From an optimization exercise on the open Yosys and OpenROAD flow, aimed at small area, a short achievable clock period and few clock cycles; shortcuts taken in it are not production practice.
Function was checked by simulation only, so behaviour that the tests miss may differ from the original.
Power figures rest on the tool's default switching activity, not on a simulated workload.

Setup of cedar:
==> flow/design.v <==
module oppo (
    input [31:0] in,
    input        cin,
    output [31:0] in_abs
);
    wire [31:0] lo;    
    pfx_or #(.N(32)) por({in[30:0], 1'b0}, lo);
    assign in_abs = in ^ ({32{cin}} & lo);
endmodule
module pfx_or #(parameter N = 32) (
    input  [N-1:0] v,
    output reg [N-1:0] o
);
    integer l, i;
    always @(*) begin
        o = v;
        for (l = 0; (1 << l) < N; l = l + 1)
            for (i = N - 1; i >= 0; i = i - 1)
                if ((i >> l) & 1)
                    o[i] = o[i] | o[((i >> l) << l) - 1];
    end
endmodule
module lzd_4 (
    input [3:0] in,
    output [1:0] out,
    output       zero
);
    assign zero = ~(|in); 
    assign out[0] = (in[2] | ~in[1]) & ~in[3];
    assign out[1] = ~(in[3] | in[2]);
endmodule
module lzd_16 (
    input [15:0] in,
    output [3:0] out,
    output       zero
);
    wire [3:0] z;
    wire [1:0] out_2 [3:0];
    lzd_4 lzd_4_0(in[15:12], out_2[0], z[0]);
    lzd_4 lzd_4_1(in[11: 8], out_2[1], z[1]);
    lzd_4 lzd_4_2(in[ 7: 4], out_2[2], z[2]);
    lzd_4 lzd_4_3(in[ 3: 0], out_2[3], z[3]);
    assign out[2] = z[0] & (~z[1] | z[2] & ~z[3]);
    assign out[3] = z[0] & z[1] & (~z[2] | ~z[3]);
    assign out[1:0] = {2{~out[3] & ~out[2]}} & out_2[0]
                    | {2{~out[3] &  out[2]}} & out_2[1]
                    | {2{ out[3] & ~out[2]}} & out_2[2]
                    | {2{ out[3] &  out[2]}} & out_2[3];
    assign zero = &z;
endmodule
module lzd_32 (
    input [31:0] in,
    output [4:0] out,
    output       zero
);
    wire [1:0] z;
    wire [3:0] out_3_0 [1:0];
    lzd_16 lzd_16_0(in[31:16], out_3_0[0], z[0]);
    lzd_16 lzd_16_1(in[15: 0], out_3_0[1], z[1]);
    assign out[4] = z[0];
    assign out[3:0] = {4{~z[0]}} & out_3_0[0] |
                      {4{ z[0]}} & out_3_0[1];
    assign zero = z[0] & z[1];
endmodule
module align (
    input        div_signed,
    input [31:0] x,
    input [31:0] y,
    output       qzero,
    output [4:0] sh
);
    wire sx = div_signed & x[31];
    wire sy = div_signed & y[31];
    wire [31:0] lx_in = sx ? {~x[30:0], 1'b1} : x;
    wire [31:0] ly_in = sy ? {~y[31:1], 1'b1} : y;
    wire [4:0] lzx, lzy;
    wire zx, zy;
    lzd_32 lzd_x(lx_in, lzx, zx);
    lzd_32 lzd_y(ly_in, lzy, zy);
    assign qzero = zx | (lzx > lzy);
    assign sh    = lzy - lzx;
endmodule
module divider (
    input div_clk,
    input resetn,
    input div,
    input div_signed,
    input [31:0] x,
    input [31:0] y,
    output [31:0] s,
    output [31:0] r,
    output complete
);
    wire sx = div_signed & x[31];
    wire sy = div_signed & y[31];
    wire [31:0] xa;
    oppo oppo_x(x, sx, xa);
    wire        qzero;
    wire [4:0]  sh;
    align al(div_signed, x, y, qzero, sh);
    reg [3:0]  shr;
    wire [4:0]  she   = {shr, 1'b0};
    wire [33:0] ysrc  = {2'b11, y ^ {32{~sy}}};
    wire [33:0] fill  = {34{~sy}} & ~({34{1'b1}} << she);
    wire [33:0] dinit = (ysrc << she) | fill;
    reg [31:0] R;
    reg [33:0] D;
    reg [31:0] Q;
    reg [3:0]  cnt;
    reg        ld, busy, fin;
    reg        rc, rq, rr;
    wire [35:0] a  = {4'b0, R};
    wire [35:0] b1 = {2'b11, D};
    wire [35:0] b2 = {1'b1, D, rc};
    wire [35:0] cs = a ^ b1 ^ b2;
    wire [35:0] cc = {(a[34:0] & b1[34:0]) | (a[34:0] & b2[34:0]) | (b1[34:0] & b2[34:0]), rc};
    wire [35:0] t1 = padd(a,  b1, rc);
    wire [35:0] t2 = padd(a,  b2, rc);
    wire [35:0] t3 = padd(cs, cc, rc);
    wire ok1 = ~t1[35];
    wire ok2 = ~t2[35];
    wire ok3 = ~t3[35];
    wire [31:0] rn = ok3 ? t3[31:0] : ok2 ? t2[31:0] : ok1 ? t1[31:0] : R;
    always @(posedge div_clk) begin
        if (div) begin
            shr <= sh[4:1];
            rc  <= ~sy;
            rq  <= sx ^ sy;
            rr  <= sx;
        end
        if (div | ld) begin
            R   <= xa;
            D   <= dinit;
            Q   <= 32'b0;
            cnt <= shr;
        end else begin
            R   <= rn;
            D   <= {2'b11, D[33:2]};
            Q   <= {Q[29:0], ok2, ok3 | (ok1 & ~ok2)};
            cnt <= cnt - 1'b1;
        end
    end
    always @(posedge div_clk) begin
        if (~resetn) begin
            ld   <= 1'b0;
            busy <= 1'b0;
            fin  <= 1'b0;
        end else begin
            ld   <= div & ~qzero;
            busy <= ld | (busy & (|cnt));
            fin  <= (div & qzero) | (busy & ~(|cnt));
        end
    end
    oppo oppo_s(Q, rq, s);
    oppo oppo_r(R, rr, r);
    assign complete = fin;
    function [35:0] padd;
        input [35:0] a;
        input [35:0] b;
        input        ci;
        reg   [35:0] hp;
        reg   [36:0] g, p;
        integer l, i;
        begin
            hp = a ^ b;
            g = {a & b, ci};
            p = {hp, 1'b0};
            for (l = 0; l < 6; l = l + 1)
                for (i = 36; i >= 0; i = i - 1)
                    if ((i >> l) & 1) begin
                        g[i] = g[i] | (p[i] & g[((i >> l) << l) - 1]);
                        p[i] = p[i] & p[((i >> l) << l) - 1];
                    end
            padd = hp ^ g[35:0];
        end
    endfunction
endmodule
==> flow/config.mk <==
export PLATFORM = sky130hd
export DESIGN_NAME = divider
export DESIGN_NICKNAME = divider
export VERILOG_FILES = /design/flow/design.v
export SDC_FILE = /design/flow/constraint.sdc
export NUM_CORES = 4
export LEC_CHECK = 0
export CAP_MARGIN = 20
export CORE_MARGIN = 2
export CORE_UTILIZATION = 40
export SLEW_MARGIN = 20
export SYNTH_HIERARCHICAL = 1
export SYNTH_MINIMUM_KEEP_SIZE = 0
==> flow/constraint.sdc <==
create_clock -name core_clock -period 10.0 [get_ports {div_clk}]
set_input_delay 2.0000 -clock core_clock [delete_from_list [all_inputs] [get_ports {div_clk}]]
set_output_delay 2.0000 -clock core_clock [all_outputs]
set_load 0.01 [all_outputs]
standard.sh (not shown) runs the stock make flow with config.mk's settings and CLKGATE_MAP_FILE= SYNTH_SCRIPT=/design/flow/synth_recipe.tcl, a recipe that flattens the netlist after the stock synthesis.
==> flow/flow/run.sh <==
#!/bin/bash
# The standard layout (standard.sh, so the standard synthesis, floorplan,
# power grid, placement, clock tree and routing), with two changes:
# - the ports are buffered with sky130_fd_sc_hd__buf_1 rather than the delay
#   cell the standard buffer_ports picks on its own;
# - timing repair aims at a 4 ns period (setup margin 6 ns).
# make's full output goes to flow_make.log here; each ORFS step also writes
# its own log under orfs/logs/.
set -euo pipefail
bash standard.sh "BUFFER_PORTS_ARGS=-buffer_cell sky130_fd_sc_hd__buf_1" \
    SETUP_SLACK_MARGIN=6 finish > flow_make.log 2>&1
Testbench counts of cedar, summed over its fixed seeds: cycles 179,558.
> inputs changed (cedar -> pine)
Settings: setting SETUP_SLACK_MARGIN to 5 for the first time.
==> flow/run.sh (new file) <==
#!/bin/bash
# synth_recipe.tcl (not shown) runs the flow's synth.tcl, then flattens the netlist and writes it again
# the make line also repeats each setting of config.mk as NAME=value (left out here)
make -C /OpenROAD-flow-scripts/flow DESIGN_CONFIG=/design/flow/config.mk WORK_HOME=/design/flow/orfs CLKGATE_MAP_FILE= SYNTH_SCRIPT=/design/flow/synth_recipe.tcl finish
removed: flow/flow/run.sh
removed: flow/standard.sh
--- outcome ---
Compared with cedar, in pine largest net degree at the start of global routing dropped about 1.1%, count of plain and timing-repair buffers dropped 129, layout-stage area growth over the synthesis result dropped 15 points.
Proportion of total power due to net switching: pine and cedar compared, lower one is pine
Post-cts hold buffer count: pine vs cedar identical

-- re-timing with driven ports --
No port has a modelled driver above. Below, the same layouts with a new extraction and two added sets of constraints. Step 1 assumes that a clkbuf_16 drives the clock port and a buf_2 every other input. Step 2 times the ports against the registers' clock, not the clock port: input delays grow and output delays shrink by t, the midpoint of the rising clock arrivals with the driver on. a / b / c = ideal ports / drivers / drivers and shift; a / b = the first two.
| run | shift t [ns] | setup WS [ns] | hold slack, ns | worst setup path after step 2 | worst data-port slew with drivers (ns) |
|---|---|---|---|---|---|
| cedar | 0.419 | 5.444 / 5.389 / 4.972 | 0.491 / 0.491 / 0.491 | input to register | 0.18 |
| pine | 0.423 | 5.069 / 5.075 / 4.663 | 0.498 / 0.498 / 0.498 | input to register | 0.05 |
After both steps setup and hold are still met in every run listed. The setup slack of cedar, which loses most, moves by -0.055 ns with the drivers and by -0.472 ns with both steps.
